This is an optimization exercise on Yosys and OpenROAD, whose aim is small area and a short achievable clock period, not a production implementation. In this exercise RTL edits were held to simulation tests only and were not proved equivalent to the original. Power and IR drop assume default switching activity.

<file path="flow/design.v">
`timescale 1ns / 1ps
module Adder #(parameter DATAWIDTH = 2)(a, b, sum
    );
    input [DATAWIDTH:0] a;
    input [DATAWIDTH:0] b;
    output reg [DATAWIDTH:0] sum;
    always @(a, b) begin
    sum <= a + b;
    end
endmodule
`timescale 1ns / 1ps
module Subtractor #(parameter DATAWIDTH = 32)(a, b, diff
    );
    input [DATAWIDTH:0] a;
    input [DATAWIDTH:0] b;
    output reg [DATAWIDTH:0] diff;
    always @(a, b) begin
    diff <= a - b;
    end
endmodule
`timescale 1ns / 1ps
module Comparator #(parameter DATAWIDTH = 32)(a, b, gt, lt, eq);
    input [DATAWIDTH-1:0] a, b;
    output reg gt, lt, eq;
    always @(a, b) begin
        if(a > b) begin
            gt <= 1;
            lt <= 0;
            eq <= 0;
        end
        else if(a == b) begin
            gt <= 0;
            lt <= 0;
            eq <= 1;
        end
        else begin
            gt <= 0;
            lt <= 1;
            eq <= 0;
        end
    end
endmodule
`timescale 1ns / 1ps
module Mux2To1 #(parameter DATAWIDTH = 2)(a, b, sel, d);
    input [DATAWIDTH-1:0] a, b;
    input sel;
    output reg [DATAWIDTH-1:0] d;
    always @(a, b, sel) begin
        if(sel == 1'b0) begin
            d <= a;
        end
        else begin
            d <= b;
        end
    end
endmodule
`timescale 1ns / 1ps
module Register #(parameter DATAWIDTH = 32)(d,clk, Rst, q
    );
    input [DATAWIDTH:0] d;
    input clk;
    input Rst;
    output reg [DATAWIDTH:0] q;
    always @(posedge clk)
       if (Rst)
         begin
           q <= 0;
       end else
         begin
           q <= d;
         end
endmodule
`timescale 1ns / 1ps
module shiftLeft #(parameter DATAWIDTH = 8)(sh_amt, a, d);
    input [DATAWIDTH-1 : 0] sh_amt;
    input [DATAWIDTH-1 : 0] a;
    output reg [DATAWIDTH-1 : 0] d;
    always@(sh_amt, a)begin
        d <= a << sh_amt;
    end
endmodule
`timescale 1ns / 1ps
module shiftRight #(parameter DATAWIDTH = 8)(sh_amt, a, d);
    input [DATAWIDTH-1 : 0] sh_amt;
    input [DATAWIDTH-1 : 0] a;
    output reg [DATAWIDTH-1 : 0] d;
    always@(sh_amt, a)begin
        d <= a >> sh_amt;
    end
endmodule
`timescale 1ns / 1ps
module Circuit4(  Rst, clk, a, b, c, z, x
    );
input clk, Rst;
input [63:0] a, b, c;
output [31:0] z, x;
wire [63:0] d, e, f, g, h;
wire dLTe, dEQe;
wire [63:0] xrin, zrin;
wire [63:0] greg, hreg;
Adder #(.DATAWIDTH(64)) Adder_0(a,b,d);
Adder #(.DATAWIDTH(64)) Adder_1(a, c, e);
Subtractor #(.DATAWIDTH(64)) Subtractor_1(a, b, f);
Comparator #(.DATAWIDTH(64)) Comparator_1(.a(d), .b(e), .lt(dLTe), .eq(dEQe));
Mux2To1 #(.DATAWIDTH(64)) Mux2To1_1(e, d, dLTe,g);
Mux2To1 #(.DATAWIDTH(64)) Mux2To1_2(f, g, dEQe,h);
Register #(.DATAWIDTH(64)) Register_1(g, clk, Rst, greg);
Register #(.DATAWIDTH(64)) Register_2(h, clk, Rst, hreg);
shiftLeft #(.DATAWIDTH(64)) shiftLeft_1({63'b0, dLTe}, hreg, xrin);
shiftRight #(.DATAWIDTH(64)) shiftRight_1({63'b0, dEQe}, greg, zrin);
Register #(.DATAWIDTH(64)) Register_3(xrin,clk, Rst, x);
Register #(.DATAWIDTH(64)) Register_4(zrin,clk, Rst, z);
endmodule
</file>
<file path="flow/run.sh">
#!/bin/bash
# synth_recipe.tcl (not shown) runs the flow's synth.tcl, then flattens the netlist and writes it again
# the make line also repeats each setting of config.mk as NAME=value (left out here)
make -C /OpenROAD-flow-scripts/flow DESIGN_CONFIG=/design/flow/config.mk WORK_HOME=/design/flow/orfs CLKGATE_MAP_FILE= SYNTH_SCRIPT=/design/flow/synth_recipe.tcl finish
</file>
<file path="flow/config.mk">
export PLATFORM = sky130hd
export DESIGN_NAME = Circuit4
export DESIGN_NICKNAME = Circuit4
export VERILOG_FILES = /design/flow/design.v
export SDC_FILE = /design/flow/constraint.sdc
export NUM_CORES = 4
export LEC_CHECK = 0
export CAP_MARGIN = 20
export CORE_MARGIN = 2
export CORE_UTILIZATION = 40
export SLEW_MARGIN = 20
</file>
<file path="flow/constraint.sdc">
create_clock -name core_clock -period 7.0 [get_ports {clk}]
set_input_delay 1.4000 -clock core_clock [delete_from_list [all_inputs] [get_ports {clk}]]
set_output_delay 1.4000 -clock core_clock [all_outputs]
set_load 0.01 [all_outputs]
</file>
==> summary.md, run 1 <==
| Metric | Value |
|---|---|
| Setup ws final | `0.2310 ns` |
| Layout cell share with drive strength beyond 1 | `0.1692` |
| Reg2reg setup slack | `6.33 ns` |
| Io pins | `around 260` |
| Synth Net Count | `2332` |
| Via-to-Cell Ratio | `5.336` |
| Yosys reg bits | `around 130` |
| Worst hold margin | `about 0.44 ns` |
| Place WS | `-0.6817 ns` |
| Antenna Violating Nets Remaining | `0` |
| Largest net degree at the start of global routing | `72` |
| PD cells | `around 200 nW/um2` |
| Ys flop type | `dfxtp_1` |
| Synth area leader | `ha_1` |
| Hold Path Class | `reg -> reg` |
| Register area share after synthesis | `0.1793` |
| Synth top cells by count | `228 x a21oi_1, 221 x ha_1, 186 x nand2_1` |
| Tmin final | `between 6 and 7 ns` |
| Period utilization | `0.9670` |
| Antenna violations before repair | `6` |
| Die Footprint | `roughly 38000 um2` |
| Hold-fix buffers at CTS | `0` |
| Top area cells in the synthesized netlist | `ha_1 19%, dfxtp_1 18%, a21oi_1 7.9%` |
| Max_cap viols | `0` |
| Fin Setup TNS | `0 ns` |
| Reg2reg start | `Register_1.q[24]` |
| Reg2reg end | `Register_4.q[23]` |
| Hpwl dp | `44200 um` |
| RSZ-0062 raised after global routing | `no` |
| DRC errors left | `0` |
| DR WL/cell | `roughly 18 um` |
| WS Path Type | `in -> reg` |
| PortBufs | `approximately 260` |
| Depth of the worst register-to-register path | `2` |
| Crit-path max FO | `7` |
| Final Hold Fails | `0` |
| Vias | `approximately 15000` |
| Setup Skew | `between 0.01 and 0.015 ns` |
| First-pass GRT wire length | `between 70000 and 80000 um` |
| Hold Path Sink | `Register_4.q[0]` |
| Count leader, synth | `a21oi_1` |
| All-Layer GR Usage | `0.2608` |
| Number of nets in the layout | `roughly 2800` |
| Placer Congestion | `approximately 1` |
| Initial Utilization | `0.4060` |
| Core Area | `approximately 35000 um2` |
| Hold_sp | `Register_1.q[0]` |
| Sink Count | `129` |
| FP Rows | `between 60 and 70` |
| Worst vdd ir | `0.2595 mV` |
| CTS Buffer Depth | `3` |
| Yosys cell types | `slightly below 80` |
| Post-Syn Area | `approximately 14000 um2` |
| CTS clock-pin slew for the worst setup and hold paths | `roughly 0.050 ns` |
| Max_slew headroom | `0.4443` |
| GRT overflow | `0` |
| Least-Margin Pin Slew | `just over 0.8 ns` |
| CTS tree | `yes` |
| Placement Cell Area | `roughly 20000 um2` |
| Number of fill cells | `~3300` |
| Die height | `193.8 um` |
| Crit path DAT | `approximately 7 ns` |
| Hold depth | `2` |
| Worst-Skew Late Latency | `0.45 ns` |
| Max-slew violations | `0` |
| Chip width | `193.8 um` |
| Required @ worst endpoint | `~7.4 ns` |
| Syn Area/Cell | `roughly 7.5 um2` |
| Vias in the first global route | `15270` |
| 1st-pass router iterations | `5` |
| DRT iter0 DRCs | `roughly 900` |
| Status | `finished clean` |
| Crit end category | `flip-flop` |
| CTS root buf | `clkbuf_16` |
| Peak Freq | `147.7 MHz` |
| TritonCTS buffer count | `25` |
| Number of synthesized flops with an enable pin | `0` |
| Post-Syn Instances | `1914` |
| Synth top area share | `0.1919` |
| Area Growth Syn to Fin | `42.97%` |
| Fin area | `a little over 20000 um2` |
| DRT Wirelength | `about 51000 um` |
| Leak | `approximately 9.8 nW` |
| Number of H-tree levels | `4` |
| Ys async rst share | `0` |
| Yosys Warn Count | `24` |
| Startpoint types | `input port` |
| Setup Viol. Count Final | `0` |
==> cells by family (layout without fill, tap and decap cells) <==
kind of cell / Yosys count / after routing / share of synthesized area
AOI/OAI and AO/OA: 591 / 591 / 0.2601
and+or+nand+nor: 567 / 567 / 0.1826
adders and majority gates: 224 / 224 / 0.1961
buffers and inverters: 201 / 716 / 0.05385
xor gates and xnor gates: 143 / 143 / 0.08694
DFF: 129 / 129 / 0.1793
muxes: 59 / 59 / 0.04117
other: 0 / 3 / 0
==> stage by stage <==
stage / power, mW / instances / utilization
after floorplan: 2.254 / 1914 / -
after global routing: 4.484 / 2890 / 0.5802
after global placement: 3.129 / 2856 / 0.5526
after CTS: 4.168 / 2889 / 0.5745
after detailed placement: 3.152 / 2856 / 0.5526
final: 4.200 / 2893 / 0.5805
==> how the worst max path moves through the flow <==
stage               cells past startpoint               end  start
CTS                                    29   Register_2.q[7]   c[0]
floorplan                              26  Register_1.q[32]   a[0]
global route                           29  Register_3.q[23]   b[0]
global placement                       25  Register_1.q[32]  a[24]
detailed placement                     26   Register_2.q[7]  a[22]
finish                                 24   Register_2.q[7]  a[16]
==> power breakdown <==
| group | switching (mW) | leakage [nW] | internal [mW] |
|---|---|---|---|
| sequential | 0.0536 | 1.07 | 0.879 |
| combinational | 1.17 | 8.35 | 1.11 |
| clock | 0.313 | 0.346 | 0.673 |
| total | 1.53 | 9.76 | 2.67 |
==> layout by cell type, fill, tap and decap left out, types with 9 or more instances in the layout <==
cell type	count
o21bai_1	26
o21ai_1	16
xor2_1	47
dfxtp_1	129
and3_1	15
o31ai_1	18
nor2b_1	24
inv_1	110
buf_4	306
xnor2_1	96
a31oi_1	11
ha_1	215
nor2_1	162
a21o_1	99
nor3_1	31
and2_1	9
o21a_1	16
nor4_1	9
nand2b_1	21
nand3_1	34
o211ai_1	13
a211oi_1	17
a21oi_1	225
clkbuf_16	26
nand2_1	186
mux2i_1	57
clkdlybuf4s50_1	248
nand4_1	40
o21ai_0	75
==> worst max-delay path, stage by stage <==
cell and delay, ns:
clkdlybuf4s50_1 0.58, ha_1 0.40, nor4_1 0.47, nand2_1 0.12, o21bai_4 0.23, a21oi_2 0.18
o211ai_1 0.20, o31ai_2 0.34, a221oi_2 0.14, o31a_1 0.29, o311a_1 0.31, xnor2_1 0.13
ha_1 0.31, nand4_1 0.14, nor4_2 0.30, buf_4 0.19, nand4_1 0.10, or3_4 0.35
nand3_1 0.09, nor2_1 0.06, o211a_4 0.23, mux2_4 0.32, o21ai_1 0.11, nor2b_1 0.14
==> state kept, by name (all words and copies together), names as in the netlist <==
| signal | cells |
|---|---|
| Register_1.q | 33 |
| Register_2.q | 32 |
| Register_3.q | 32 |
| Register_4.q | 32 |
==> routing by layer <==
metal | GRT usage | vias up | wire length [um]
li1 | - | 7837 | -
met1 | 0.3515 | 7030 | 23690
met2 | 0.4403 | 492 | 23360
met3 | 0.03044 | 73 | 2949
met4 | 0.06870 | 6 | 1132
met5 | 0 | - | 33
==> final cells by class <==
type / instances / area (um2) / share of cell area
clock inverters: 2 / 10.01 / 0.0004860
clock buffers: 30 / 684.4 / 0.03323
diodes: 3 / 7.507 / 0.0003645
multi-input cells: 1584 / 11300 / 0.5486
flip-flops and latches: 129 / 2582 / 0.1254
well taps: 461 / 576.8 / 0.02801
repair buffers: 568 / 5001 / 0.2428
inverters: 116 / 435.4 / 0.02114
==> repair_timing <==
| action | CTS | global route |
|---|---|---|
| endpoints found under the setup margin | 103 | 123 |
| cloned | 0 | 1 |
| pin swaps | 10 | 23 |
| gates resized for setup | 16 | 38 |
| buffers inserted | 1 | 0 |
==> inputs of run 2 (changes only) <==
==> flow/design.v (replaced) <==
`timescale 1ns / 1ps
`timescale 1ns / 1ps
`timescale 1ns / 1ps
`timescale 1ns / 1ps
`timescale 1ns / 1ps
`timescale 1ns / 1ps
`timescale 1ns / 1ps
`timescale 1ns / 1ps
module Circuit4(Rst, clk, a, b, c, z, x);
  input clk, Rst;
  input [63:0] a, b, c;
  output reg [31:0] z, x;
  wire [64:0] sb = {1'b0, a} + {1'b0, b};
  wire [64:0] sc = {1'b0, a} + {1'b0, c};
  wire [31:0] f  = a[31:0] - b[31:0];
  wire bltc = b < c;
  wire dEQe = (b == c);
  wire dLTe = (sb[64] ^ sc[64]) ? sb[64] : bltc;
  wire [32:0] g = dLTe ? sb[32:0] : sc[32:0];
  wire [31:0] h = dEQe ? sb[31:0] : f;
  reg [32:0] greg;
  reg [31:0] hreg;
  reg rstd;
  always @(posedge clk) begin
    greg <= g;
    hreg <= h;
    rstd <= Rst;
    if (Rst | rstd) begin
      x <= 32'd0;
      z <= 32'd0;
    end else begin
      x <= dLTe ? {hreg[30:0], 1'b0} : hreg;
      z <= dEQe ? greg[32:1] : greg[31:0];
    end
  end
endmodule
==> flow/flow/run.sh (new file) <==
#!/bin/bash
# Standard ORFS layout (the standard.sh, unchanged synthesis), with:
#  - port buffers of sky130_fd_sc_hd__buf_1 instead of the default choice
#    (every input and output port still gets its own buffer);
#  - clock tree synthesis without dummy loads.
# Each tool's full output is in orfs/logs/...; make's own output in make.log.
set -euo pipefail
export BUFFER_PORTS_ARGS="-buffer_cell sky130_fd_sc_hd__buf_1"
export CTS_ARGS="-sink_clustering_enable -repair_clock_nets -dont_use_dummy_load"
bash standard.sh finish > make.log 2>&1
==> flow/standard.sh (new file) <==
#!/bin/bash
# synth_recipe.tcl (not shown) runs the flow's synth.tcl, then flattens the netlist and writes it again
# the make line also repeats each setting of config.mk as NAME=value (left out here)
make -C /OpenROAD-flow-scripts/flow DESIGN_CONFIG=/design/flow/config.mk WORK_HOME=/design/flow/orfs CLKGATE_MAP_FILE= SYNTH_SCRIPT=/design/flow/synth_recipe.tcl "${@:-finish}"
removed: flow/run.sh
==> run 2 against run 1 <==
Combinational power fell by 57%; global-route usage fell by 2.7 points; sequential share of layout area rose by 6.6 points; via count fell by 28%; sequential power rose by 1%; synthesized area fell by 17%; clock skew fell by 0.0011 ns; worst hold slack improved by 0.011 ns; largest power group unchanged; clock power fell by 29%; die area fell by 17%; synthesized cell count fell by 24%; highest routed layer unchanged; setup slack improved by 1.5 ns; critical path type unchanged; still clean on timing, DRC and antenna.
==> summary.md, run 2 <==
| Metric | Value |
|---|---|
| Synth top area share | `0.2342 (+0.04230)` |
| Setup Viol. Count Final | `0 (unchanged)` |
| Crit end category | `flip-flop` |
| Synth Net Count | `1874 (-20%)` |
| Vias | `11180 (-28%)` |
| Placed cells | `2057 (-28%)` |
| Hpwl dp | `31430 um (-29%)` |
| Post-CTS sizing | `0 (-16)` |
| Most common cell after layout, fill and taps aside | `buf_1` |
| Via-to-Cell Ratio | `5.384 (+0.89%)` |
| Number of nets in the layout | `2106 (-26%)` |
| PD cells | `192.6 nW/um2 (-5.5%)` |
| Die height | `176.6 um (-8.9%)` |
| Startpoint types | `input port` |
| Slowest CP cell | `maj3_2` |
| Peak Freq | `190.4 MHz (+29%)` |
| Number of H-tree levels | `4 (unchanged)` |
| Final Hold Fails | `0 (unchanged)` |
| Number of fill cells | `3119 (-6.4%)` |
| Final Non-Filler Cells | `2076 (-28%)` |
| Tmin final | `5.251 ns (-1.518 ns)` |
| Least-Margin Pin Slew | `0.8654 ns (+0.03952 ns)` |
| DRT iter0 DRCs | `601 (-33%)` |
| Yosys cell types | `71 (-7.8%)` |
| Area Growth Syn to Fin | `14.30%` |
| Ys async rst share | `0 (unchanged)` |
| Synth area leader | `ha_1` |
| FP Rows | `63 (-8.7%)` |
| DR WL/cell | `17.88 um (+1.1%)` |
| Largest reg by FF count | `greg` |
| Slowest stage delay, CP | `0.76 ns (+0.18 ns)` |
| Vias in the first global route | `10870 (-29%)` |
| Worst vdd ir | `0.1793 mV (-31%)` |
| Max-slew violations | `0 (unchanged)` |
| Io pins | `258 (unchanged)` |
| Placer Congestion | `0.9369 (-6.0%)` |
| Synth top cells by count | `223 x ha_1, 166 x a21oi_1, 146 x nand2_1` |
| Commonest non-fill, non-tap cells in the layout | `257 x buf_1, 223 x ha_1, 166 x a21oi_1` |
| Chip width | `176.6 um (-8.9%)` |
| Status | `finished clean` |
| Layout cell share with drive strength beyond 1 | `0.02613 (-0.1431)` |
| Largest net degree at the start of global routing | `51 (-29%)` |
| Max reg flops | `33 (unchanged)` |
| Place WS | `1.412 ns (+2.093 ns)` |
| CTS tree | `yes` |
| All-Layer GR Usage | `0.2334 (-0.02737)` |
| Syn Area/Cell | `8.192 um2 (+8.8%)` |
| Die Footprint | `31180 um2 (-17%)` |
| Antenna violations before repair | `3 (-3)` |
| PortBufs | `257 (unchanged)` |
| Worst hold margin | `0.4464 ns (+0.01060 ns)` |
| Worst-Skew Late Latency | `0.41 ns (-0.04 ns)` |
| CTS clock-pin slew for the worst setup and hold paths | `0.06 ns (about the same)` |
| Crit-path max FO | `26 (+19)` |
| Number of synthesized flops with an enable pin | `0 (unchanged)` |
| # Post-CTS Setup Buffers | `0 (-1)` |
| Fin Setup TNS | `0 ns (unchanged)` |
| Period utilization | `0.7502 (-0.2168)` |
| Hold-fix buffers at CTS | `0 (unchanged)` |
| Yosys Warn Count | `1 (-96%)` |
| DRC errors left | `0 (unchanged)` |
| WS Path Type | `in -> reg` |
| GRT overflow | `0 (unchanged)` |
| Yosys reg bits | `130 (+0.78%)` |
| CTS root buf | `clkbuf_16` |
| First-pass GRT wire length | `57250 um (-28%)` |
| Core Area | `29480 um2 (-17%)` |
| DRT Wirelength | `37110 um (-27%)` |
| Crit path DAT | `5.58 ns (-1.57 ns)` |
| CTS Buffer Depth | `2 (-1)` |
| Post-Syn Area | `11910 um2 (-17%)` |
| 1st-pass router iterations | `5 (unchanged)` |
| RSZ-0062 raised after global routing | `no` |
| Setup Skew | `0.01375 ns (-0.001123 ns)` |
| Register area share after synthesis | `0.2185 (+0.03923)` |
| Total power | `2.622 mW (-38%)` |
| Required @ worst endpoint | `7.33 ns (-0.05 ns)` |
| Count leader, synth | `ha_1` |
| Top area cells in the synthesized netlist | `ha_1 23%, dfxtp_1 22%, a21oi_1 7.0%` |
| CP cell instances | `buf_1 -> inv_1 -> ha_1 -> nor4_1 -> o211ai_1 -> nand4b_1 -> a311o_2 -> a41oi_2 -> o21a_2 -> o31ai_2 -> a31o_1 -> maj3_2 -> buf_12 -> mux2i_1` |
| Post-Syn Instances | `1454 (-24%)` |
| Antenna Violating Nets Remaining | `0 (unchanged)` |
| Setup ws final | `1.749 ns (+1.518 ns)` |
| Ys flop type | `dfxtp_1` |
| TritonCTS buffer count | `17 (-32%)` |
| Leak | `6.455 nW (-34%)` |
| Sink Count | `130 (+0.78%)` |
| Hold Path Class | `reg -> reg` |
| Max_slew headroom | `0.4230 (-0.02127)` |
| Max_cap viols | `0 (unchanged)` |
| Initial Utilization | `0.4040 (-0.001968)` |
-- run 2: cell count changes in the layout (fill, tap and decap cells not counted), sizes merged, moves of 21 or more --
cell	before	now
a21o	99	73
a21oi	231	166
buf	311	262
clkdlybuf4s50	248	0
inv	116	137
nand2	186	146
nor2	162	65
o21ai	91	55
xnor2	96	73
xor2	47	16
-- run 2: logic make-up (layout without fill, tap and decap cells) --
kind of cell	Yosys count	in the layout	synth area share
AO/OA/AOI/OAI	408	408	0.2170
XOR/XNOR	89	89	0.06544
adder cells (fa/ha/maj)	228	228	0.2412
buffers and inverters	188	418	0.06439
flip-flops	130	130	0.2185
multiplexers	71	71	0.06092
other	0	2	0
AND/OR/NAND/NOR	340	340	0.1326
-- run 2: layout make-up --
type / count / area, um2 / share of cell area
diodes: 2 / 5.005 / 0.0003676
clock buffers: 17 / 425.4 / 0.03125
inverters: 139 / 521.8 / 0.03832
multi-input cells: 1136 / 8557 / 0.6285
flip-flops and latches: 130 / 2603 / 0.1912
well taps: 390 / 488.0 / 0.03584
repair buffers: 262 / 1015 / 0.07453
-- run 2: path summary, 6_finish.rpt --
kind | from | endpoint | slack [ns] | depth (start not counted)
min reg2reg | hreg[0] | x[0] | 0.45 | 2
max reg2reg | rstd | x[11] | 5.61 | 3
max | b[7] | x[11] | 1.75 | 14
min | hreg[0] | x[0] | 0.45 | 2
-- run 2: power by group --
group	total, mW	internal [mW]	switching, mW
combinational	0.983	0.404	0.579
clock	0.696	0.419	0.277
sequential	0.944	0.888	0.0554
total	2.62	1.71	0.911
-- run 2: per-stage QoR --
stage	area (um2)	utilization
finish	13610	0.4618
global route	13610	0.4618
CTS	13610	0.4616
detailed placement	13180	0.4472
global placement	13180	0.4470
floorplan	11910	-
-- run 2: worst max-delay path: cells and delay by family --
family,cells,cell delay (ns)
fa+ha+maj,2,1.19
mux,1,0.23
simple gates,2,0.76
buf+inv,3,0.50
compound gates,6,1.45
-- run 2: routing by layer --
metal / share of wire / track usage / up-vias
met2: 0.45 / 0.3802 / 383
met4: 0.023 / 0.06784 / 2
met5: 0.00035 / 0 / -
met3: 0.070 / 0.04823 / 48
met1: 0.46 / 0.3106 / 5108
li1: - / - / 5636
==> inputs of run 3 (changes only) <==
--- a/flow/config.mk
+++ b/flow/config.mk
@@ -10,2 +10,3 @@
 export CORE_UTILIZATION = 40
+export SETUP_SLACK_MARGIN = 3.0
 export SLEW_MARGIN = 20
==> run 3 against run 2 <==
Maximum frequency increased by 18%; setup slack better by 0.78 ns; cell count rose by 4.4%; register-to-register slack lost 0.02 ns; synthesized cell count did not move; still clean on timing, DRC and antenna.
==> summary.md, run 3 <==
| Metric | Value |
|---|---|
| Status | `finished clean` |
| Number of nets in the layout | `2195 (+4.2%)` |
| Crit path DAT | `4.75 ns (-0.83 ns)` |
| Max-slew violations | `0 (unchanged)` |
| Post-Syn Area | `11910 um2 (unchanged)` |
| All-Layer GR Usage | `0.2521 (+0.01875)` |
| CTS tree | `yes` |
| Crit-path max FO | `10 (-62%)` |
| Max_slew headroom | `0.2953 (-0.1278)` |
| Area Growth Syn to Fin | `37.36%` |
| Met1 Usage GRT | `0.3210 (+0.01048)` |
| Multi-input logic area | `9913 um2 (+16%)` |
| Synth top area share | `0.2342 (unchanged)` |
| Number of H-tree levels | `4 (unchanged)` |
| Ys flop type | `dfxtp_1` |
| Initial Utilization | `0.4040 (unchanged)` |
| 1st-pass router iterations | `5 (unchanged)` |
| Layout cell share with drive strength beyond 1 | `0.2087 (+0.1826)` |
| Post-Syn Instances | `1454 (unchanged)` |
| PortBufs | `257 (unchanged)` |
| Least-Margin Pin Slew | `1.057 ns (+0.1917 ns)` |
| Yosys Warn Count | `1 (unchanged)` |
| CTS Buffer Depth | `2 (unchanged)` |
| Slowest CP cell | `a311o_2` |
| Most used routing layer | `met2` |
| Sequential Area | `2603 um2 (unchanged)` |
| Depth of the worst register-to-register path | `2 (-1)` |
| Worst vdd ir | `0.1716 mV (-4.3%)` |
| PD cells | `178.3 nW/um2 (-7.4%)` |
| Synth Net Count | `1874 (unchanged)` |
| DR WL/cell | `18.86 um (+5.5%)` |
| Mux share of post-synthesis cell area | `0.06092 (unchanged)` |
| CP cell instances | `buf_1 -> inv_1 -> ha_4 -> inv_1 -> a21oi_1 -> o211a_1 -> nand4b_1 -> a311o_2 -> a41oi_4 -> o21a_4 -> o31ai_4 -> a31o_1 -> maj3_4 -> buf_6 -> buf_12 -> mux2i_2` |
| Hold depth | `2 (unchanged)` |
| First-pass GRT wire length | `61380 um (+7.2%)` |
| Yosys cell types | `71 (unchanged)` |
| Hold-fix buffers at CTS | `0 (unchanged)` |
| Crit end category | `flip-flop` |
| CTS root buf | `clkbuf_16` |
| RSZ-0062 raised after global routing | `yes` |
| Number of synthesized flops with an enable pin | `0 (unchanged)` |
| Antenna Violating Nets Remaining | `0 (unchanged)` |
| Post-Synth Simple-Gate Area | `0.1326 (unchanged)` |
| Setup Viol. Count Final | `0 (unchanged)` |
| Fin Setup TNS | `0 ns (unchanged)` |
| Number of fill cells | `2721 (-13%)` |
| Slowest stage delay, CP | `0.44 ns (-0.32 ns)` |
| GRT overflow | `0 (unchanged)` |
| Vias | `11740 (+5.0%)` |
| Count leader, synth | `ha_1` |
| Synth top cells by count | `223 x ha_1, 166 x a21oi_1, 146 x nand2_1` |
| Syn Area/Cell | `8.192 um2 (unchanged)` |
| Synth area leader | `ha_1` |
| GR Layer Usage met3 | `0.04565 (-0.002584)` |
| Vias in the first global route | `11650 (+7.1%)` |
| Via-to-Cell Ratio | `5.415 (+0.57%)` |
| Hold Path Class | `reg -> reg` |
| GR Layer Usage met2 | `0.4307 (+0.05046)` |
| DRC errors left | `0 (unchanged)` |
| Worst-Skew Late Latency | `0.41 ns (about the same)` |
| Largest family of logic cells by synthesized area | `adder cells` |
| Synth Area in XOR/XNOR | `0.06544 (unchanged)` |
| Max_cap viols | `0 (unchanged)` |
| Sink Count | `130 (unchanged)` |
| Final Hold Fails | `0 (unchanged)` |
| TritonCTS buffer count | `17 (unchanged)` |
| DRT Wirelength | `40890 um (+10%)` |
| Leak | `7.598 nW (+18%)` |
| Register area share after synthesis | `0.2185 (unchanged)` |
| Max reg flops | `33 (unchanged)` |
| Core Area | `29480 um2 (unchanged)` |
| Crit-path most repeated cell | `inv_1` |
| Top area cells in the synthesized netlist | `ha_1 23%, dfxtp_1 22%, a21oi_1 7.0%` |
| Peak Freq | `223.9 MHz (+18%)` |
| Die height | `176.6 um (unchanged)` |
| Ys async rst share | `0 (unchanged)` |
| Yosys reg bits | `130 (unchanged)` |
| Die Footprint | `31180 um2 (unchanged)` |
| Setup Skew | `0.01822 ns (+0.004472 ns)` |
| WS Path Type | `in -> reg` |
| Largest reg by FF count | `greg` |
| Io pins | `258 (unchanged)` |
| Startpoint types | `input port` |
| DRT iter0 DRCs | `507 (-16%)` |
| Most common cell after layout, fill and taps aside | `buf_1` |
| Largest net degree at the start of global routing | `51 (unchanged)` |
| CTS clock-pin slew for the worst setup and hold paths | `0.05 ns (about the same)` |
| Required @ worst endpoint | `7.28 ns (-0.05 ns)` |
| Synth Area in Compound Gates | `0.2170 (unchanged)` |
| Worst hold margin | `0.4519 ns (+0.005557 ns)` |
| Hpwl dp | `30450 um (-3.1%)` |
| Period utilization | `0.6381 (-0.1120)` |
| Chip width | `176.6 um (unchanged)` |
| Commonest non-fill, non-tap cells in the layout | `211 x buf_1, 193 x ha_1, 130 x dfxtp_1` |
| Adder-Cell Fraction of Synth Area | `0.2412 (unchanged)` |
| Placer Congestion | `0.9493 (+1.3%)` |
| Tmin final | `4.467 ns (-0.7843 ns)` |
| Antenna violations before repair | `5 (+2)` |
| FP Rows | `63 (unchanged)` |
| Core Util, Final | `0.5550 (+0.09320)` |
-- run 3: repair_timing --
item,4_1_cts,5_1_grt
cloned,13,1
buffers inserted,64,11
gates resized for setup,220,200
endpoints found under the setup margin,123,123
pin swaps,96,78
-- run 3: worst paths after layout --
check / start / endpoint / slack [ns]
worst max-delay path: b[11] / x[4] / 2.53
worst min-delay path: hreg[22] / x[22] / 0.45
worst max register to register: rstd / z[17] / 5.59
worst min register to register: hreg[22] / x[22] / 0.45
-- run 3: cells by family (layout without fill, tap and decap cells) --
group	after synthesis	after routing
adders and majority gates	228	231
AOI/OAI and AO/OA	408	408
other	0	5
muxes	71	71
and+or+nand+nor	340	341
buffers and inverters	188	503
xor gates and xnor gates	89	89
DFF	130	130
-- run 3: per-layer routing --
metal | part of all wire | wire (um) | vias to the layer above
met5 | 0 | 0 | -
met4 | 0.023 | 950 | 0
met3 | 0.066 | 2693 | 62
met2 | 0.47 | 19410 | 405
met1 | 0.44 | 17840 | 5458
li1 | - | - | 5814
-- run 3: worst max-delay path: cells and delay by family --
| family | cells | cell delay, ns |
|---|---|---|
| buf+inv | 5 | 0.72 |
| fa+ha+maj | 2 | 0.78 |
| simple gates | 1 | 0.15 |
| mux | 1 | 0.14 |
| compound gates | 7 | 1.53 |
-- run 3: where the power goes --
part	leakage [nW]	internal [mW]	total (mW)	switching, mW
Combinational	6.31	0.560	1.25	0.686
Clock	0.210	0.419	0.694	0.276
Sequential	1.08	0.889	0.978	0.0892
-- run 3: per-stage QoR --
stage	worst slack [ns]	std cells	power (mW)	cell area [um2]
2_1_floorplan	2.562	1454	1.628	12010
3_3_place_gp	1.509	2057	1.919	13250
3_5_place_dp	1.430	2057	1.926	13250
4_1_cts	2.616	2151	2.810	15480
5_1_grt	2.478	2167	3.083	16360
6_report	2.533	2168	2.918	16360
-- run 3: cell type report --
type                            instances  area share
Antenna cell                            5   0.0007647
Clock buffer                           17     0.02600
Inverter                              139     0.03326
Multi-Input combinational cell       1140      0.6059
Sequential cell                       130      0.1591
Tap cell                              390     0.02982
Timing Repair Buffer                  347      0.1452
==> inputs of run 4 (changes only) <==
--- a/flow/config.mk
+++ b/flow/config.mk
@@ -7,2 +7,3 @@
 export LEC_CHECK = 0
+export ABC_AREA = 1
 export CAP_MARGIN = 20
@@ -10,3 +11,2 @@
 export CORE_UTILIZATION = 40
-export SETUP_SLACK_MARGIN = 3.0
 export SLEW_MARGIN = 20
==> run 4 against run 3 <==
Synthesized area up 14%; synthesized cell count up 46%; flip-flop and latch count unchanged; critical path depth down 2; sequential power down 3.3%.
==> summary.md, run 4 <==
| Metric | Value |
|---|---|
| Hold-fix buffers at CTS | `0 (unchanged)` |
| Via-to-Cell Ratio | `5.104 (-5.7%)` |
| Total power | `3.023 mW (+3.6%)` |
| Ys flop type | `dfxtp_1` |
| Startpoint types | `input port` |
| Fin area | `15420 um2 (-5.7%)` |
| PD cells | `196.0 nW/um2 (+9.9%)` |
| Leak | `7.804 nW (+2.7%)` |
| Fin Setup TNS | `0 ns (unchanged)` |
| Setup Viol. Count Final | `0 (unchanged)` |
| Peak Freq | `223.8 MHz (about the same)` |
| Setup Skew | `0.01397 ns (-0.004253 ns)` |
| Commonest non-fill, non-tap cells in the layout | `568 x nand2_1, 285 x inv_1, 257 x buf_1` |
| Register area share after synthesis | `0.1922 (-0.02629)` |
| Io pins | `258 (unchanged)` |
| Max reg flops | `33 (unchanged)` |
| Core Area | `33450 um2 (+13%)` |
| Hpwl dp | `41430 um (+36%)` |
| Number of fill cells | `3621 (+33%)` |
| Worst-Skew Late Latency | `0.45 ns (+0.04 ns)` |
| Switching power | `1.137 mW (+8.2%)` |
| # Post-CTS Setup Buffers | `0 (-100%)` |
| All-Layer GR Usage | `0.2636 (+0.01150)` |
| Yosys reg bits | `130 (unchanged)` |
| Post-Synth Simple-Gate Area | `0.2944 (+0.1618)` |
| DRC errors left | `0 (unchanged)` |
| Crit-path max FO | `63 (+53)` |
| Status | `finished clean` |
| Placed cells | `2774 (+35%)` |
| Yosys cell types | `51 (-28%)` |
| Area Growth Syn to Fin | `13.92%` |
| Mux share of post-synthesis cell area | `0 (-0.06092)` |
| Sw Ratio | `0.3760 (+0.01594)` |
| Post-Syn Area | `13540 um2 (+14%)` |
| Syn Area/Cell | `6.387 um2 (-22%)` |
| Flop pwr share | `0.313 (-0.022)` |
| Placer Congestion | `1.000 (+5.4%)` |
| Antenna violations before repair | `2 (-3)` |
| Crit end category | `flip-flop` |
| Worst hold margin | `0.4533 ns (+0.001345 ns)` |
| Synth Area in Compound Gates | `0.1549 (-0.06215)` |
| Internal power | `1.887 mW (+1.0%)` |
| CTS tree | `yes` |
| Post-Syn Instances | `2120 (+46%)` |
| Least-Margin Pin Slew | `0.9266 ns (-0.1305 ns)` |
| Placement Cell Area | `14790 um2 (+12%)` |
| CTS clock-pin slew for the worst setup and hold paths | `0.05 ns (about the same)` |
| Initial Utilization | `0.4048 (+0.0007776)` |
| Hold depth | `2 (unchanged)` |
| Ys async rst share | `0 (unchanged)` |
| WS Path Type | `in -> reg` |
| Post-CTS sizing | `0 (-100%)` |
| Largest family of logic cells by synthesized area | `simple AND/OR/NAND/NOR gates` |
| DR WL/cell | `16.78 um (-11%)` |
| Yosys Warn Count | `1 (unchanged)` |
| Largest net degree at the start of global routing | `64 (+25%)` |
| Count leader, synth | `nand2_1` |
| Synth top cells by count | `568 x nand2_1, 285 x inv_1, 232 x a21oi_1` |
| Period utilization | `0.6382 (about the same)` |
| Proportion of power drawn by combinational gates | `0.384 (-0.043)` |
| Layout cell share with drive strength beyond 1 | `0.02722 (-0.1815)` |
| RSZ-0062 raised after global routing | `no` |
| Number of H-tree levels | `4 (unchanged)` |
| First-pass GRT wire length | `73400 um (+20%)` |
| Max_cap viols | `0 (unchanged)` |
| Hold Path Class | `reg -> reg` |
| CTS root buf | `clkbuf_16` |
| FP Rows | `67 (+6.3%)` |
| Vias | `14300 (+22%)` |
| 1st-pass router iterations | `5 (unchanged)` |
| TritonCTS buffer count | `25 (+8)` |
| Number of nets in the layout | `2773 (+26%)` |
| Synth area leader | `ha_1` |
| Max-slew violations | `0 (unchanged)` |
| Most common cell after layout, fill and taps aside | `nand2_1` |
| DRT iter0 DRCs | `872 (+72%)` |
| Vias in the first global route | `13940 (+20%)` |
| Die height | `188.0 um (+6.5%)` |
| Final Non-Filler Cells | `2801 (+29%)` |
| Synth top area share | `0.2061 (-0.02818)` |
| Worst vdd ir | `0.1783 mV (+3.9%)` |
| Die Footprint | `35340 um2 (+13%)` |
| Tmin final | `4.467 ns (+0.0004200 ns)` |
| PortBufs | `257 (unchanged)` |
| Max_slew headroom | `0.3816 (+0.08634)` |
| CTS Buffer Depth | `3 (+1)` |
| Depth of the worst register-to-register path | `4 (+2)` |
| Final Hold Fails | `0 (unchanged)` |
| Antenna Violating Nets Remaining | `0 (unchanged)` |
| Top area cells in the synthesized netlist | `ha_1 21%, dfxtp_1 19%, nand2_1 16%` |
| DRT Wirelength | `47010 um (+15%)` |
| Synth Area in XOR/XNOR | `0.04398 (-0.02146)` |
| Crit path DAT | `4.80 ns (+0.05 ns)` |
| Required @ worst endpoint | `7.34 ns (+0.06 ns)` |
| GRT overflow | `0 (unchanged)` |
| Chip width | `188.0 um (+6.5%)` |
| Share of total power in the clock network | `0.303 (+0.065)` |
| Synth Net Count | `2540 (+36%)` |
| Adder-Cell Fraction of Synth Area | `0.2105 (-0.03068)` |
| Largest reg by FF count | `greg` |
| Number of synthesized flops with an enable pin | `0 (unchanged)` |
| Sink Count | `130 (unchanged)` |
==> run 4: changes by cell type in the layout (fill, tap and decap cells not counted), moves of 38 or more <==
cell	change
buf_6	-40
a21oi_1	+113
nand2_1	+456
inv_1	+168
buf_4	-41
buf_1	+46
nand3_1	+91
xnor2_1	-42
a21o_1	-62
mux2i_1	-54
nor2_1	+134
a21oi_2	-38
==> run 4: kinds of logic after synthesis <==
| kind of cell | Yosys count |
|---|---|
| simple gates | 960 |
| fa+ha+maj | 226 |
| xor+xnor | 68 |
| flops | 130 |
| buf+inv | 348 |
| compound gates | 388 |
==> run 4: final timing paths <==
path	startpoint	to	slack, ns
worst min register to register	greg[0]	z[0]	0.45
worst min-delay path	greg[0]	z[0]	0.45
worst max register to register	rstd	z[26]	5.33
worst max-delay path	a[23]	greg[25]	2.53
==> run 4: worst max-delay path: stages <==
cell	delay, ns
buf_1	0.13
ha_1	0.42
nand2_2	0.18
inv_1	0.05
a21oi_1	0.28
nand2_1	0.19
a21oi_1	0.33
nand2_2	0.13
nand2_2	0.11
nand3_4	0.51
nand2_4	0.69
inv_4	0.17
nand2_1	0.12
nand2_1	0.05
==> run 4: stage by stage <==
step	util	setup slack (ns)
after floorplan	-	3.662
after global placement	0.4423	2.184
after detailed placement	0.4423	2.175
after CTS	0.4610	2.635
after global routing	0.4612	2.248
final	0.4612	2.533
==> run 4: final cells by class <==
cell class | instances | area [um2] | area share
diodes | 2 | 5.005 | 0.0003245
well taps | 448 | 560.5 | 0.03634
multi-input cells | 1642 | 9534 | 0.6181
flip-flops and latches | 130 | 2603 | 0.1687
repair buffers | 261 | 994.7 | 0.06449
inverters | 293 | 1102 | 0.07146
clock buffers | 25 | 625.6 | 0.04056
==> run 4: per-layer routing <==
layer,routed length (um),vias up,track usage
met3,2864,72,0.02733
met2,21540,461,0.4498
met1,21340,6426,0.3480
met5,0,-,0
met4,1270,0,0.08389
li1,-,7338,-
==> run 4: power by group through the flow <==
stage	combinational (mW)	clock, mW	sequential [mW]
global placement	1.14	0	0.960
floorplan	0.766	0	0.961
CTS	1.15	0.936	0.948
detailed placement	1.14	0	0.962
global route	1.31	0.972	0.960
finish	1.16	0.915	0.946
==> inputs of run 5 (changes only) <==
==> flow/run.sh (new file) <==
#!/bin/bash
# synth_recipe.tcl (not shown) runs the flow's synth.tcl, then flattens the netlist and writes it again
# the make line also repeats each setting of config.mk as NAME=value (left out here)
make -C /OpenROAD-flow-scripts/flow DESIGN_CONFIG=/design/flow/config.mk WORK_HOME=/design/flow/orfs CLKGATE_MAP_FILE= SYNTH_SCRIPT=/design/flow/synth_recipe.tcl finish
--- a/flow/config.mk
+++ b/flow/config.mk
@@ -7,3 +7,2 @@
 export LEC_CHECK = 0
-export ABC_AREA = 1
 export CAP_MARGIN = 20
removed: flow/flow/run.sh
removed: flow/standard.sh
==> run 5 against run 4 <==
Still clean on timing, DRC and antenna; cell area down 0.30%; sequential power fell by 0.4%; global-route usage decreased by 2.4 points; core utilization is 6.0 points higher; cell count shrank 25%; via count decreased by 22%; setup slack worse by 1.0 ns; critical path depth stayed put; count of clock-buffer cells in the layout fell by 3; clock power down 4.5%.
==> summary.md, run 5 <==
| Metric | Value |
|---|---|
| Antenna Violating Nets Remaining | `0 (unchanged)` |
| Largest reg by FF count | `greg` |
| Setup Skew | `0.01028 ns (-0.003685 ns)` |
| FP Rows | `63 (-6.0%)` |
| Hold Path Class | `reg -> reg` |
| Crit path DAT | `5.80 ns (+1.00 ns)` |
| Hold depth | `2 (unchanged)` |
| WS Path Type | `in -> reg` |
| Antenna violations before repair | `2 (unchanged)` |
| Startpoint types | `input port` |
| Register area share after synthesis | `0.2185 (+0.02629)` |
| Worst-Skew Late Latency | `0.42 ns (-0.03 ns)` |
| Status | `finished clean` |
| First-pass GRT wire length | `58970 um (-20%)` |
| Synth area leader | `ha_1` |
| Fin area | `15380 um2 (-0.30%)` |
| Crit end category | `flip-flop` |
| Largest net degree at the start of global routing | `51 (-20%)` |
| Hold-fix buffers at CTS | `0 (unchanged)` |
| Setup Viol. Count Final | `0 (unchanged)` |
| Max-slew violations | `0 (unchanged)` |
| Required @ worst endpoint | `7.30 ns (-0.04 ns)` |
| Final Non-Filler Cells | `2090 (-25%)` |
| Multi-input logic area | `8557 um2 (-10%)` |
| Via-to-Cell Ratio | `5.304 (+3.9%)` |
| Least-Margin Pin Slew | `0.7632 ns (-0.1634 ns)` |
| DRT Wirelength | `37260 um (-21%)` |
| Vias in the first global route | `10940 (-22%)` |
| Post-Syn Area | `11910 um2 (-12%)` |
| Chip width | `176.6 um (-6.1%)` |
| Leak | `7.202 nW (-7.7%)` |
| Most common cell after layout, fill and taps aside | `clkdlybuf4s50_1` |
| RSZ-0062 raised after global routing | `no` |
| Area Growth Syn to Fin | `29.11%` |
| Setup ws final | `1.500 ns (-1.033 ns)` |
| Max_slew headroom | `0.4868 (+0.1052)` |
| Die height | `176.6 um (-6.1%)` |
| Slowest stage delay, CP | `0.64 ns (-0.05 ns)` |
| Vias | `11090 (-22%)` |
| PortBufs | `257 (unchanged)` |
| # Post-CTS Setup Buffers | `0 (unchanged)` |
| Sink Count | `130 (unchanged)` |
| Final Hold Fails | `0 (unchanged)` |
| Ys flop type | `dfxtp_1` |
| GRT overflow | `0 (unchanged)` |
| Placed cells | `2058 (-26%)` |
| Commonest non-fill, non-tap cells in the layout | `257 x clkdlybuf4s50_1, 223 x ha_1, 166 x a21oi_1` |
| Number of synthesized flops with an enable pin | `0 (unchanged)` |
| Peak Freq | `181.8 MHz (-19%)` |
| CTS clock-pin slew for the worst setup and hold paths | `0.05 ns (about the same)` |
| Sequential Area | `2603 um2 (unchanged)` |
| Ys async rst share | `0 (unchanged)` |
| Number of H-tree levels | `4 (unchanged)` |
| Tmin final | `5.500 ns (+1.033 ns)` |
| CTS root buf | `clkbuf_16` |
| Yosys Warn Count | `1 (unchanged)` |
| TritonCTS buffer count | `17 (-32%)` |
| Initial Utilization | `0.4040 (-0.0007776)` |
| Syn Area/Cell | `8.192 um2 (+28%)` |
| Number of nets in the layout | `2107 (-24%)` |
| DRC errors left | `0 (unchanged)` |
| 1st-pass router iterations | `5 (unchanged)` |
| CP cell instances | `clkdlybuf4s50_1 -> inv_1 -> ha_1 -> nor4_1 -> o211ai_1 -> nand4b_1 -> a311o_2 -> a41oi_2 -> o21a_2 -> o31ai_2 -> a31o_1 -> maj3_2 -> buf_4 -> mux2_2` |
| Placer Congestion | `0.9336 (-6.7%)` |
| Place WS | `1.145 ns (-1.030 ns)` |
| Die Footprint | `31180 um2 (-12%)` |
| Max_cap viols | `0 (unchanged)` |
| Core Util, Final | `0.5216 (+0.06049)` |
| CTS tree | `yes` |
| DRT iter0 DRCs | `595 (-32%)` |
| Crit-path max FO | `16 (-75%)` |
| Period utilization | `0.7858 (+0.1476)` |
| Synth top cells by count | `223 x ha_1, 166 x a21oi_1, 146 x nand2_1` |
| CP Buf/Inv Count | `3 (unchanged)` |
| DR WL/cell | `17.83 um (+6.2%)` |
| Core Area | `29480 um2 (-12%)` |
| Max reg flops | `33 (unchanged)` |
| PD cells | `189.5 nW/um2 (-3.3%)` |
| Placement Cell Area | `14790 um2 (unchanged)` |
| Worst vdd ir | `0.1627 mV (-8.8%)` |
| Post-CTS sizing | `0 (unchanged)` |
| Post-Syn Instances | `1454 (-31%)` |
| Number of fill cells | `2816 (-22%)` |
| All-Layer GR Usage | `0.2401 (-0.02350)` |
| Worst path top cell family by delay | `compound AO/OA/AOI/OAI gates` |
| Levels on crit path | `14 (unchanged)` |
| Synth Net Count | `1874 (-26%)` |
| Yosys reg bits | `130 (unchanged)` |
| Io pins | `258 (unchanged)` |
| Top area cells in the synthesized netlist | `ha_1 23%, dfxtp_1 22%, a21oi_1 7.0%` |
| Hpwl dp | `32090 um (-23%)` |
| Synth top area share | `0.2342 (+0.02818)` |
| Layout cell share with drive strength beyond 1 | `0.03178 (+0.004561)` |
| Depth of the worst register-to-register path | `3 (-1)` |
| Fin Setup TNS | `0 ns (unchanged)` |
| Slowest CP cell | `nor4_1` |
| CTS Buffer Depth | `2 (-1)` |
| Yosys cell types | `71 (+39%)` |
| Count leader, synth | `ha_1` |
[run 5: worst paths after layout]
check,startpoint,to,slack [ns]
max,b[7],greg[14],1.50
min reg2reg,hreg[0],x[0],0.45
max reg2reg,rstd,x[12],5.68
min,hreg[0],x[0],0.45
[run 5: power breakdown]
group | switching (mW) | total (mW) | internal, mW
Clock | 0.316 | 0.874 | 0.558
Combinational | 0.572 | 1.10 | 0.527
Sequential | 0.0549 | 0.942 | 0.887
[run 5: metal layers]
metal | track usage | wire, um | up-vias
met5 | 0 | 13 | -
met4 | 0.05131 | 586 | 2
met3 | 0.04156 | 2169 | 44
met2 | 0.3989 | 17120 | 363
met1 | 0.3253 | 17370 | 5032
li1 | - | - | 5645
[run 5: per-stage QoR]
step / hold WS [ns] / total power [mW]
after global routing: 0.4695 / 3.098
after detailed placement: 0.4400 / 2.050
final: 0.4460 / 2.915
after global placement: 0.4374 / 2.044
after floorplan: 0.4174 / 1.621
after CTS: 0.4478 / 2.934
[run 5: cell type report]
class / instances / share of cell area
clock inverter: 9 / 0.008624
timing repair buffer: 263 / 0.1710
tap: 390 / 0.03173
clock buffer: 22 / 0.02888
inverter: 139 / 0.03393
antenna: 1 / 0.0001627
sequential: 130 / 0.1692
multi-input combinational: 1136 / 0.5564
[run 5: worst min-delay path: cells and delay by family, from the launching register on]
kind | cells | cell delay, ns
flip-flops | 1 | 0.30
AND/OR/NAND/NOR | 2 | 0.11
[run 5: logic make-up after synthesis]
kind of cell / share of synthesized area
AOI/OAI and AO/OA: 0.2170
and+or+nand+nor: 0.1326
adders and majority gates: 0.2412
buffers and inverters: 0.06439
DFF: 0.2185
xor gates and xnor gates: 0.06544
muxes: 0.06092

static timing again, ports no longer ideal:
How much do the figures lean on ideal ports? The routed layouts below were timed once more, with nothing changed but the port constraints. Step 1, drivers: a clkbuf_16 drives clk and a buf_2 each remaining input, both assumed. Step 2 moves the port delays by t, midway between the first and last clock arrival at a register: inputs arrive t later, outputs are due t later. That takes back most of the time a late clock gives input paths. a / b / c = no drivers / after step 1 / after step 2; a / b = the first two.
| run | t (ns) | setup WS [ns] | latest minus earliest clock arrival (ns) | pins driven straight from the clock port |
|---|---|---|---|---|
| run 1 | 0.485 | 0.231 / 0.250 / -0.235 | 0.015 / 0.015 | 1 |
| run 2 | 0.442 | 1.749 / 1.767 / 1.325 | 0.014 / 0.014 | 1 |
| run 3 | 0.446 | 2.533 / 2.550 / 2.104 | 0.018 / 0.019 | 1 |
| run 4 | 0.480 | 2.533 / 2.551 / 2.071 | 0.016 / 0.016 | 1 |
| run 5 | 0.453 | 1.500 / 1.519 / 1.066 | 0.012 / 0.012 | 1 |
With both steps, setup timing fails in run 1, where it was met with ideal ports. For run 1, which loses most, drivers alone change the setup slack by +0.019 ns; drivers and shift together by -0.466 ns.
